Source: an optimization exercise on an open RTL-to-GDS flow (aim: small area, a short achievable clock period and few clock cycles per item). Production flows keep margins and buffers that such runs may drop. At most, simulation tests tie the RTL to the original design; equivalence was not proved.

== run G ==
Design div, start of the top module:
module div#(
  parameter WIDTH = 64
)(
  input                     i_clk         ,
  input                     i_rst_n       ,
  input                     i_flush       ,
  input                     i_divw        ,
  input                     i_start       ,
  output                    o_busy        ,
  output logic              o_end_valid   ,
  input                     i_end_ready   ,
  input                     i_signed      ,
  input  logic [WIDTH-1:0]  i_dividend    ,
  input  logic [WIDTH-1:0]  i_divisor     ,
  output logic [WIDTH-1:0]  o_quotient    ,
  output logic [WIDTH-1:0]  o_remainder
);
  localparam WB = 66;          
  localparam WT = WB + 1;      
  logic       busy_r, prep_r, iter_r, fix_r;
  logic [5:0] cnt;
  logic       last;
  logic       w_r, uw_r, sx_r, sd_r, sq_r;
  logic [63:0]   rem_r;      
  logic [WB-1:0] b_r;        
  logic [63:0]   quo_r;
  assign o_busy      = busy_r;
  assign o_quotient  = quo_r;
  assign o_remainder = rem_r;
  wire [63:0] x_out = i_divw ? {{32{i_dividend[31]}}, i_dividend[31:0]} : i_dividend;
  wire [63:0] d_in  = i_divw ? {{32{i_signed & i_divisor [31]}}, i_divisor [31:0]} : i_divisor;
  wire        sx_in = i_signed & x_out[63];
  wire        sd_in = i_signed & d_in[63];
  wire [63:0] xa_in = x_out ^ {sx_in, x_out[63:1]};
  wire [63:0] da_in = d_in  ^ {sd_in, d_in[63:1]};
  logic [64:0] td_in;                       
  always_comb begin
  ...
Size in the first run: ~210 flip-flops, about 31,000 µm² of cells after synthesis.
clock: 20.0 ns
lec_check: 0
cap_margin: 20
core_margin: 2
core_utilization: 45
place_density: 0.6
slew_margin: 20
standard.sh (not shown) runs the stock make flow with config.mk's settings and CLKGATE_MAP_FILE= SYNTH_SCRIPT=/design/flow/synth_recipe.tcl, a recipe that flattens the netlist after the stock synthesis.
==> flow/flow/run.sh <==
#!/bin/bash
set -euo pipefail
bash standard.sh SETUP_SLACK_MARGIN=12.5 'BUFFER_PORTS_ARGS=-buffer_cell sky130_fd_sc_hd__buf_2' finish > standard_flow.log 2>&1
The following lists how run B was set up differently from run G:
==> flow/flow/run.sh <==
#!/bin/bash
set -euo pipefail
bash standard.sh SETUP_SLACK_MARGIN=13 'BUFFER_PORTS_ARGS=-buffer_cell sky130_fd_sc_hd__buf_2' finish > standard_flow.log 2>&1
--- outcome ---
Going from run G to run B, met3 track demand over resource now sits higher, global-route wire length before repair now sits higher, fmax now sits higher, routed wire length now sits higher.
No run of this note included a check of the RTL's function; only the layout flow was run.


The RTL this note starts from:
==> flow/design.v <==
module div_lzc64 (
  input  logic [63:0] a,
  output logic [6:0]  n       
);
  logic [1:0] z2 [32];
  logic [2:0] z4 [16];
  logic [3:0] z8 [8];
  logic [4:0] z16[4];
  logic [5:0] z32[2];
  for (genvar i = 0; i < 32; i++) begin : g2
    wire h = a[2*i+1], l = a[2*i];
    assign z2[i] = h ? 2'd0 : (l ? 2'd1 : 2'd2);
  end
  for (genvar i = 0; i < 16; i++) begin : g4
    wire [1:0] h = z2[2*i+1], l = z2[2*i];
    assign z4[i] = h[1] ? {l[1], ~l[1], l[0]} : {1'b0, h};
  end
  for (genvar i = 0; i < 8; i++) begin : g8
    wire [2:0] h = z4[2*i+1], l = z4[2*i];
    assign z8[i] = h[2] ? {l[2], ~l[2], l[1:0]} : {1'b0, h};
  end
  for (genvar i = 0; i < 4; i++) begin : g16
    wire [3:0] h = z8[2*i+1], l = z8[2*i];
    assign z16[i] = h[3] ? {l[3], ~l[3], l[2:0]} : {1'b0, h};
  end
  for (genvar i = 0; i < 2; i++) begin : g32
    wire [4:0] h = z16[2*i+1], l = z16[2*i];
    assign z32[i] = h[4] ? {l[4], ~l[4], l[3:0]} : {1'b0, h};
  end
  assign n = z32[1][5] ? {z32[0][5], ~z32[0][5], z32[0][4:0]} : {1'b0, z32[1]};
endmodule
module div#(
  parameter WIDTH = 64
)(
  input                     i_clk         ,
  input                     i_rst_n       ,
  input                     i_flush       ,
  input                     i_divw        ,
  input                     i_start       ,
  output                    o_busy        ,
  output logic              o_end_valid   ,
  input                     i_end_ready   ,
  input                     i_signed      ,
  input  logic [WIDTH-1:0]  i_dividend    ,
  input  logic [WIDTH-1:0]  i_divisor     ,
  output logic [WIDTH-1:0]  o_quotient    ,
  output logic [WIDTH-1:0]  o_remainder
);
  localparam WB = 68;          
  localparam WT = WB + 1;      
  logic       busy_r, prep_r, iter_r, fix_r;
  logic [5:0] cnt;
  logic       last;
  logic       w_r, sx_r, sd_r, sq_r;
  logic [63:0]   rem_r;      
  logic [WB-1:0] b_r;        
  logic [63:0]   quo_r;
  assign o_busy      = busy_r;
  assign o_quotient  = quo_r;
  assign o_remainder = rem_r;
  wire [63:0] x_in = i_divw ? {{32{i_signed & i_dividend[31]}}, i_dividend[31:0]} : i_dividend;
  wire [63:0] d_in = i_divw ? {{32{i_signed & i_divisor [31]}}, i_divisor [31:0]} : i_divisor;
  wire [63:0] draw = b_r[63:0];
  wire        dz = ~|draw;
  wire [63:0] xa = rem_r ^ {sx_r, rem_r[63:1]};
  wire [63:0] da = draw  ^ {sd_r, draw[63:1]};
  logic [6:0] lzx, lzd;
  div_lzc64 u_lzx (.a(xa), .n(lzx));
  div_lzc64 u_lzd (.a(da), .n(lzd));
  wire [8:0]  s_ub = {2'b0, lzd} - {2'b0, lzx} + {8'b0, sx_r};
  wire        q_zero = s_ub[8];             
  wire [6:0]  s_use  = s_ub[6:0] | 7'd1;    
  wire [WB-1:0] nd_sh = (b_r << s_use) ^ {WB{~sd_r}};
  wire [WB-1:0] b1 = {b_r[WB-1], b_r[WB-1:1]};
  wire [WT-1:0] t0 = {{(WT-64){1'b0}}, rem_r} + {b_r[WB-1], b_r} + {{(WT-1){1'b0}}, ~sd_r};
  wire          a0 = ~t0[WT-1];
  wire [63:0]   r1 = a0 ? t0[63:0] : rem_r;
  wire [WT-1:0] t1 = {{(WT-64){1'b0}}, r1} + {b1[WB-1], b1} + {{(WT-1){1'b0}}, ~sd_r};
  wire          a1 = ~t1[WT-1];
  wire [63:0]   r2 = a1 ? t1[63:0] : r1;
  wire        neg_q = last & sq_r;
  wire        ext   = last & w_r;
  wire [63:0] q_neg = ~quo_r + 64'd1;
  wire [63:0] q_it  = ~neg_q ? {quo_r[61:0], a0, a1} :
                      a1     ? {~quo_r[61:0], ~a0, 1'b1} :
                      a0     ? {~quo_r[61:0], 2'b10} : {q_neg[61:0], 2'b00};
  wire [63:0] r_ext = ext ? {{32{r2[31]}}, r2[31:0]} : r2;
  wire [63:0] q_ext = ext ? {{32{q_it[31]}}, q_it[31:0]} : q_it;
  wire [63:0] r_neg = ~rem_r + 64'd1;
  wire [63:0] r_fix = w_r ? {{32{r_neg[31]}}, r_neg[31:0]} : r_neg;
  wire        short = dz | q_zero;
  wire [63:0] r_short = w_r ? {{32{rem_r[31]}}, rem_r[31:0]} : rem_r;
  wire [63:0] r_abs   = sx_r ? r_neg : rem_r;
  always_ff @(posedge i_clk or negedge i_rst_n) begin
    if (!i_rst_n) begin
      busy_r      <= 1'b0;
      prep_r      <= 1'b0;
      iter_r      <= 1'b0;
      fix_r       <= 1'b0;
      o_end_valid <= 1'b0;
    end else if (i_flush) begin
      busy_r      <= 1'b0;
      prep_r      <= 1'b0;
      iter_r      <= 1'b0;
      fix_r       <= 1'b0;
      o_end_valid <= 1'b0;
    end else begin
      prep_r <= i_start;
      if (i_start) busy_r <= 1'b1;
      else if (o_end_valid & i_end_ready) busy_r <= 1'b0;
      if (prep_r) iter_r <= ~short;
      else if (iter_r & last) iter_r <= 1'b0;
      fix_r <= iter_r & last & sx_r;
      if ((prep_r & short) | (iter_r & last & ~sx_r) | fix_r) o_end_valid <= 1'b1;
      else if (i_end_ready) o_end_valid <= 1'b0;
    end
  end
  always_ff @(posedge i_clk) begin
    if (!busy_r) begin
      rem_r <= x_in;
      w_r   <= i_divw;
      sx_r  <= i_signed & x_in[63];
      sd_r  <= i_signed & d_in[63];
      sq_r  <= i_signed & (x_in[63] ^ d_in[63]);
    end else if (prep_r) begin
      rem_r <= short ? r_short : r_abs;
      quo_r <= {64{dz}};
      cnt   <= s_use[6:1];
      last  <= (s_use[6:1] == 6'd0);
    end else if (iter_r) begin
      rem_r <= r_ext;
      quo_r <= q_ext;
      cnt   <= cnt - 6'd1;
      last  <= (cnt == 6'd1);
    end else if (fix_r) begin
      rem_r <= r_fix;
    end
  end
  always_ff @(posedge i_clk) begin
    if (!busy_r)     b_r <= {{(WB-64){i_signed & d_in[63]}}, d_in};
    else if (prep_r) b_r <= nd_sh;
    else             b_r <= {{2{b_r[WB-1]}}, b_r[WB-1:2]};
  end
endmodule
Settings: LEC_CHECK=0, CAP_MARGIN=20, CORE_MARGIN=2, CORE_UTILIZATION=45, PLACE_DENSITY=0.6, SLEW_MARGIN=20; clock period 20.0 ns.
==> flow/flow/run.sh <==
#!/bin/bash
set -euo pipefail
bash standard.sh SETUP_SLACK_MARGIN=13 TNS_END_PERCENT=0 'BUFFER_PORTS_ARGS=-buffer_cell sky130_fd_sc_hd__buf_2' finish > standard_flow.log 2>&1
Testbench counts at the start, summed over its fixed seeds: cycles 6,959, items 900.
Rerun with:
==> flow/flow/run.sh (replaced) <==
#!/bin/bash
set -euo pipefail
bash standard.sh SETUP_SLACK_MARGIN=14 TNS_END_PERCENT=0 'BUFFER_PORTS_ARGS=-buffer_cell sky130_fd_sc_hd__buf_2' finish > standard_flow.log 2>&1
- CORE_UTILIZATION: 45 -> 55
- PLACE_DENSITY: 0.6 -> 0.68
Result: The changed run finished with timing, DRC and antenna clean. Setup slack gains 0.29 ns. Worst hold slack gains 0.073 ns. Non-clock buffer count grows by 21. Final area came out higher by 1.8%. Area after synthesis is unchanged.
Rerun with:
==> flow/flow/run.sh (replaced) <==
#!/bin/bash
set -euo pipefail
bash standard.sh SETUP_SLACK_MARGIN=13 'BUFFER_PORTS_ARGS=-buffer_cell sky130_fd_sc_hd__buf_2' finish > standard_flow.log 2>&1
- CORE_UTILIZATION: 55 -> 45
- PLACE_DENSITY: 0.68 -> 0.6
Result:
- The changed run finished with timing, DRC and antenna clean
- non-clock buffer count goes down by 20
- routed wire length goes up by 1.3%
- global-route usage goes down by 7.8 points
- setup slack got worse by 0.22 ns
- via count goes down by 2.9%
Rerun with:
==> flow/flow/run.sh (replaced) <==
#!/bin/bash
set -euo pipefail
bash standard.sh SETUP_SLACK_MARGIN=13.5 TNS_END_PERCENT=0 'BUFFER_PORTS_ARGS=-buffer_cell sky130_fd_sc_hd__buf_2' finish > standard_flow.log 2>&1
Global-route usage grows by 0.34 points. Cell count rises by about 0.8%. Synthesized area stays the same. Non-clock buffer count increases by 38. Sequential share of layout area decreases by 0.38 points. Register-to-register slack is better by 0.14 ns. Maximum frequency increases by about 2%. Worst setup slack improved by 0.14 ns. Via count rose by about 0.9%. Hold slack barely changes.
Rerun with:
==> flow/flow/run.sh (replaced) <==
#!/bin/bash
set -euo pipefail
bash standard.sh SETUP_SLACK_MARGIN=14 TNS_END_PERCENT=0 'BUFFER_PORTS_ARGS=-buffer_cell sky130_fd_sc_hd__buf_2' finish > standard_flow.log 2>&1
=> Wire length climbs by 2.2%. Die area stays the same. Critical path depth grows by 6.
Rerun with:
==> flow/flow/run.sh (replaced) <==
#!/bin/bash
set -euo pipefail
bash standard.sh SETUP_SLACK_MARGIN=13 TNS_END_PERCENT=0 'BUFFER_PORTS_ARGS=-buffer_cell sky130_fd_sc_hd__buf_2' finish > standard_flow.log 2>&1
- CORE_UTILIZATION: 45 -> 50
- PLACE_DENSITY: 0.6 -> 0.65
Maximum frequency came out lower by a few percent.
Wire length came out lower by a few percent.

-- static timing again, ports no longer ideal --
No port has a modelled driver above. Below, the same layouts with a new extraction and two added sets of constraints.
Step 1 sets driving cells, clkbuf_16 on the clock port and buf_2 on the other inputs (assumed; they add their load-dependent delay and slew).
Step 2 moves the port delays by t, midway between the first and last clock arrival at a register: inputs arrive t later, outputs are due t later. That takes back most of the time a late clock gives input paths.
Three values: ideal, step 1, step 2; two values: the first two.
run	t (ns)	setup WS [ns]	worst setup path after step 2	pins driven straight from the clock port
run G	0.688	12.262 / 12.262 / 11.912	input to register	1
run B	0.709	12.756 / 12.756 / 12.323	input to register	1
the first run of note 2	0.676	13.015 / 13.015 / 13.015	register to register	1
the second run of note 2	0.667	13.302 / 13.302 / 13.302	register to register	1
the third run of note 2	0.678	13.082 / 13.082 / 13.082	register to register	1
the fourth run of note 2	0.678	13.224 / 13.224 / 13.224	register to register	1
the fifth run of note 2	0.693	13.255 / 13.255 / 13.255	register to register	1
the sixth run of note 2	0.661	12.992 / 12.992 / 12.992	register to register	1
After both steps every run listed still meets setup and hold. For run B, which loses most, drivers alone change the setup slack by 0.000 ns; drivers and shift together by -0.433 ns.
